Background: an optimization exercise with open tools, aiming at small area, a short achievable clock period and few clock cycles per item. Do not read the settings as production practice.
Where RTL was checked, it was by simulation tests only, not by an equivalence proof against the original.
The RTL of run 1 was laid out without a check of its function.
Power is estimated from default activity; no workload was simulated.

## flow/design.v (module list and top-level ports; edited modules follow where they fit)
// module ysyx_041461_CSA: 10 lines
// module ysyx_041461_PGn: 11 lines
// module ysyx_041461_PGp: 11 lines
// module ysyx_041461_HA: 9 lines
// module ysyx_041461_MUL: 1803 lines
module ysyx_041461_MUL(
    input  wire   [0:0]  clk             ,
    input  wire   [0:0]  rst             ,
    input  wire   [0:0]  MUL_valid_in    ,
    input  wire   [1:0]  MUL_signed      ,
    input  wire   [63:0] MUL_multiplicand,
    input  wire   [63:0] MUL_multiplier  ,
    output wire   [0:0]  MUL_valid_out   ,
    output wire   [63:0] MUL_result_hi   ,
    output wire   [63:0] MUL_result_lo
);
  // ...
==> flow/run.sh <==
#!/bin/bash
# synth_recipe.tcl (not shown) runs the flow's synth.tcl, then flattens the netlist and writes it again
# the make line also repeats each setting of config.mk as NAME=value (left out here)
make -C /OpenROAD-flow-scripts/flow DESIGN_CONFIG=/design/flow/config.mk WORK_HOME=/design/flow/orfs CLKGATE_MAP_FILE= SYNTH_SCRIPT=/design/flow/synth_recipe.tcl finish
==> flow/config.mk <==
export PLATFORM = sky130hd
export DESIGN_NAME = ysyx_041461_MUL
export DESIGN_NICKNAME = ysyx_041461_MUL
export VERILOG_FILES = /design/flow/design.v
export SDC_FILE = /design/flow/constraint.sdc
export NUM_CORES = 4
export LEC_CHECK = 0
export CAP_MARGIN = 20
export CELL_PAD_IN_SITES_DETAIL_PLACEMENT = 1
export CELL_PAD_IN_SITES_GLOBAL_PLACEMENT = 2
export CORE_MARGIN = 2
export CORE_UTILIZATION = 30
export CTS_CLUSTER_DIAMETER = 100
export CTS_CLUSTER_SIZE = 25
export SETUP_SLACK_MARGIN = 5
export SLEW_MARGIN = 20
export SYNTH_HIERARCHICAL = 1
==> flow/constraint.sdc <==
create_clock -name core_clock -period 8.0 [get_ports {clk}]
set_input_delay 1.6000 -clock core_clock [delete_from_list [all_inputs] [get_ports {clk}]]
set_output_delay 1.6000 -clock core_clock [all_outputs]
set_load 0.01 [all_outputs]
==> reports/qor.txt, run 1 <==
status = timing/DRC/antenna clean
worst-path maximum fanout = 13
Die H = 281 µm
GRT Util Overall = 21.1%
detail-routed via count per cell = 5.16
die area = 78,900 µm²
Worst Hold Margin = 0.327 ns
Switching Share = 31.9%
part of the power in registers = 46.2%
Syn-to-layout area delta = 21.5%
combinational gate power = 737 µW
DR WL/cell = 25.2 µm
Synth Cell Area = 23,000 µm²
Hold Vio Cnt, Final = 0
WP buf/inv = 3
Post-Route M1 WL = 37,700 µm
reg-to-reg critical path startpoint = ph[1]
CTS clock-pin slew for the worst setup and hold paths = 0.10 ns
Setup Viol. Count Final = 0
port buffer count = 261
TritonCTS clock tree = built
Setup Crit Path Kind = reg2reg
CTS Buf Count = 23
#MultiIn Comb = 1,634
Ys Warns = 7
Mean Syn Cell Area = 10.7 µm²
Clock Skew = 0.0310 ns
Final Cell Area = 27,900 µm²
==> run 2, diff against run 1 <==
--- a/flow/design.v
+++ b/flow/design.v
@@ -63,17 +63,17 @@
 end
 assign MUL_valid_out = ph[10];
 wire [0:0] first;
 assign first[0] = ph[1];
 wire m01_in = ~MUL_signed[1] & MUL_signed[0];
 reg [64:0] X;
 reg        m01_r, ext_r, b0_r;
 always @(posedge clk) begin
-    X     <= ph[9] ? V[72:8] : {MUL_signed[1] & MUL_multiplicand[63], MUL_multiplicand};
+    X     <= {MUL_signed[1] & MUL_multiplicand[63], MUL_multiplicand};
     m01_r <= m01_in;
     b0_r  <= MUL_multiplier[0] & ~m01_in;
     ext_r <= MUL_signed[1] & MUL_signed[0] & MUL_multiplier[63];
 end
 reg [63:0] Q;
 wire [7:0] chunk;
 always @(posedge clk) begin
     Q <= {chunk, Q[63:8]};
@@ -1129,19 +1129,18 @@
 assign V[69] = ~(hp[69] ^ pg_g230);
 assign V[70] = ~(hp[70] ^ pg_g194);
 assign V[71] = ~(hp[71] ^ pg_g231);
 assign V[72] = ~(hp[72] ^ pg_g195);
 assign V[73] = ~(hp[73] ^ pg_g232);
 wire c8_raw = ~pg_g75;
 assign chunk = V[7:0];
 wire c8 = c8_raw & ~first[0];
-reg hi_top;
-always @(posedge clk) hi_top <= V[73];
-wire [65:0] hi = {hi_top, X};
+reg [65:0] hi;
+always @(posedge clk) hi <= V[73:8];
 assign MUL_result_hi = hi[65:2];
 assign MUL_result_lo = {hi[1:0], Q[63:2]};
 wire t1, t2;
 ysyx_041461_HA ut1 (.a(s_in[0]), .b(c_in[0]), .cout(t2), .s(t1));
 wire t3, t4;
 ysyx_041461_CSA ut3 (.a(s_in[1]), .b(c_in[1]), .cin(n3_in), .cout(t4), .s(t3));
 wire t5, t6;
 ysyx_041461_HA ut5 (.a(s_in[2]), .b(c_in[2]), .cout(t6), .s(t5));
--- a/flow/config.mk
+++ b/flow/config.mk
@@ -5,13 +5,13 @@
 export SDC_FILE = /design/flow/constraint.sdc
 export NUM_CORES = 4
 export LEC_CHECK = 0
 export CAP_MARGIN = 20
 export CELL_PAD_IN_SITES_DETAIL_PLACEMENT = 1
 export CELL_PAD_IN_SITES_GLOBAL_PLACEMENT = 2
 export CORE_MARGIN = 2
 export CORE_UTILIZATION = 30
-export CTS_CLUSTER_DIAMETER = 100
-export CTS_CLUSTER_SIZE = 25
+export CTS_CLUSTER_DIAMETER = 80
+export CTS_CLUSTER_SIZE = 20
 export SETUP_SLACK_MARGIN = 5
 export SLEW_MARGIN = 20
 export SYNTH_HIERARCHICAL = 1
==> reports/qor.txt, run 2 <==
status = timing/DRC/antenna clean
Root Driver = clkbuf_16
GP Congestion = 0.805
DP Cell Count = 3,256
Setup crit end kind = flop
Worst-Skew Late Latency = 0.63 ns
Nets = 2,742
top flop regs = C: 75 flops, S: 75 flops, hi: 66 flops
Final Max Slew Viols = 0
most frequent cells in the layout = dfxtp_1 (346), xnor2_1 (315), a22oi_1 (288)
boundary pin count = 262
WP data required = 8.50 ns
Pre-Repair DR Iteration Count = 5
CTS Buf Count = 31 (+35%)
Post-DRT Antenna Nets = 0
Setup Crit Path Kind = reg2reg
commonest non-fill, non-tap cell in the layout = dfxtp_1
Syn-to-layout area delta = 19.7%
CTS Buffer Depth = 3
vias in the first global route = 19,100
setup ws final = 5.08 ns
Net Sw Power = 1.38 mW
global-route wire length before repair = 124,000 µm
Die H = 284 µm (+1.2%)
Gate power share = 16.3%
reg-to-reg critical path startpoint = sel_neg0[3]
crit path launch = sel_neg0[3]
reg-to-reg setup timing slack = 5.08 ns
Power Density = 165 nW/µm²
setup_tns = 0 ns
Cells after Synth = 2,121
via count = 16,700
Clock Skew = 0.0242 ns (-0.00683 ns)
FILL cells = 8,503
Layout Cells excl Fill = 3,328
Worst Tran Pin Value = 0.927 ns
Mean Syn Cell Area = 11.1 µm² (+4.0%)
Achievable Freq = 342 MHz
pre-CTS setup slack = 4.58 ns
H-tree depth = 1
hold buffers post-CTS = 0
part of the power in registers = 46.7% (+0.5 points)
Final Cell Area = 28,200 µm² (+0.94%)
worst min path class = reg2reg
leakage = 10.8 nW
Post-DP HPWL = 59,900 µm
Slew HR = 38.1%
CTS clock-pin slew for the worst setup and hold paths = 0.09 ns (about the same)
row count = 102
port buffer count = 261 (unchanged)
Worst VDD drop = 163 µV
total power = 4.65 mW
Hold Vio Cnt, Final = 0 (unchanged)
Max-cap violations = 0
initial antenna violation count = 3
# DRC = 0
Ys Warns = 7 (unchanged)
share of layout cells above drive strength 1 = 14.2%
largest net degree at the start of global routing = 85
die area = 80,800 µm² (+2.5%)
Cell Int Power = 3.26 mW
Setup Viol. Count Final = 0 (unchanged)
clock sinks = 369
origin of the worst min-delay path = Q[32]
min Tclk post-route = 2.92 ns
GR Overflow Total = 0
Startpoint Class = flop
GRT Util Overall = 19.9% (-1.2 points)
Starting Density = 30.4%
WP data arrival = 3.42 ns
detail-routed via count per cell = 5.02 (-2.6%)
DR WL/cell = 24.6 µm (-2.4%)
core area = 77,600 µm²
Synth Cell Area = 23,600 µm² (+2.5%)
unrepaired setup endpoints after global routing = no
Iter 0 DRT Violations = 877
placed inst area = 26,900 µm²
Die W = 284 µm
crit share post-route = 36.6%
TritonCTS clock tree = built
clock power share = 37.0%
total detailed-routing wirelength = 81,900 µm
Switching Share = 29.8% (-2.1 points)
worst-path maximum fanout = 32 (+19)
## run 2: what timing repair did
item | CTS | global route
endpoints found under the hold margin | 0 | 0
gates resized for setup | 150 | 12
pin swaps | 0 | 1
cloned | 0 | 1
buffers inserted | 5 | 8
endpoints found under the setup margin | 263 | 77
## run 2: stage by stage
stage | utilization (%) | hold slack, ns
floorplan | - | 0.329
CTS | 36.2 | 0.346
finish | 36.4 | 0.337
detailed placement | 34.7 | 0.335
global route | 36.4 | 0.343
global placement | 34.7 | 0.334
## run 2: final timing paths
path                       endpoint  cells past startpoint
setup / recovery              C[18]                      5
hold / removal                Q[24]                      0
setup reg to reg              C[18]                      5
hold reg to reg               Q[24]                      0
max in group asynchronous     ph[1]                      2
min in group asynchronous     ph[1]                      2
## run 2: cell type report
cell class | instances | area (µm²) | area share [%]
multi-input cells | 1549 | 15400 | 54.4
flip-flops and latches | 369 | 7470 | 26.5
clock inverters | 21 | 332 | 1.18
clock buffers | 35 | 812 | 2.88
well taps | 1040 | 1300 | 4.61
inverters | 24 | 90.1 | 0.319
diodes | 2 | 5.00 | 0.0177
repair buffers | 288 | 2840 | 10.1
## run 2: power groups by stage
stage          Clock (mW)  Sequential [mW]  Combinational, mW
2_1_floorplan           0             2.18              0.392
3_3_place_gp            0             2.22              0.822
3_5_place_dp            0             2.22              0.840
4_1_cts              1.80             2.17              0.772
5_1_grt              1.86             2.19              0.827
6_report             1.72             2.17              0.757
## run 2: metal layers
| metal | part of all wire, % | vias up | track usage, % |
|---|---|---|---|
| li1 | - | 7584 | - |
| met4 | 2.2 | 0 | 4.55 |
| met1 | 45 | 8706 | 26.6 |
| met3 | 3.6 | 78 | 2.54 |
| met2 | 49 | 342 | 34.2 |
| met5 | 0 | - | 0 |
## run 2: worst max-delay path, cell delays in order, from the launching register on
cell and delay [ns]:
dfxtp_4 0.64, buf_6 0.44, xnor2_1 0.18, fa_1 0.48, fa_1 0.57, fa_1 0.43
Testbench counts of run 2, summed over its fixed seeds: cycles 26,400, items 2,400.
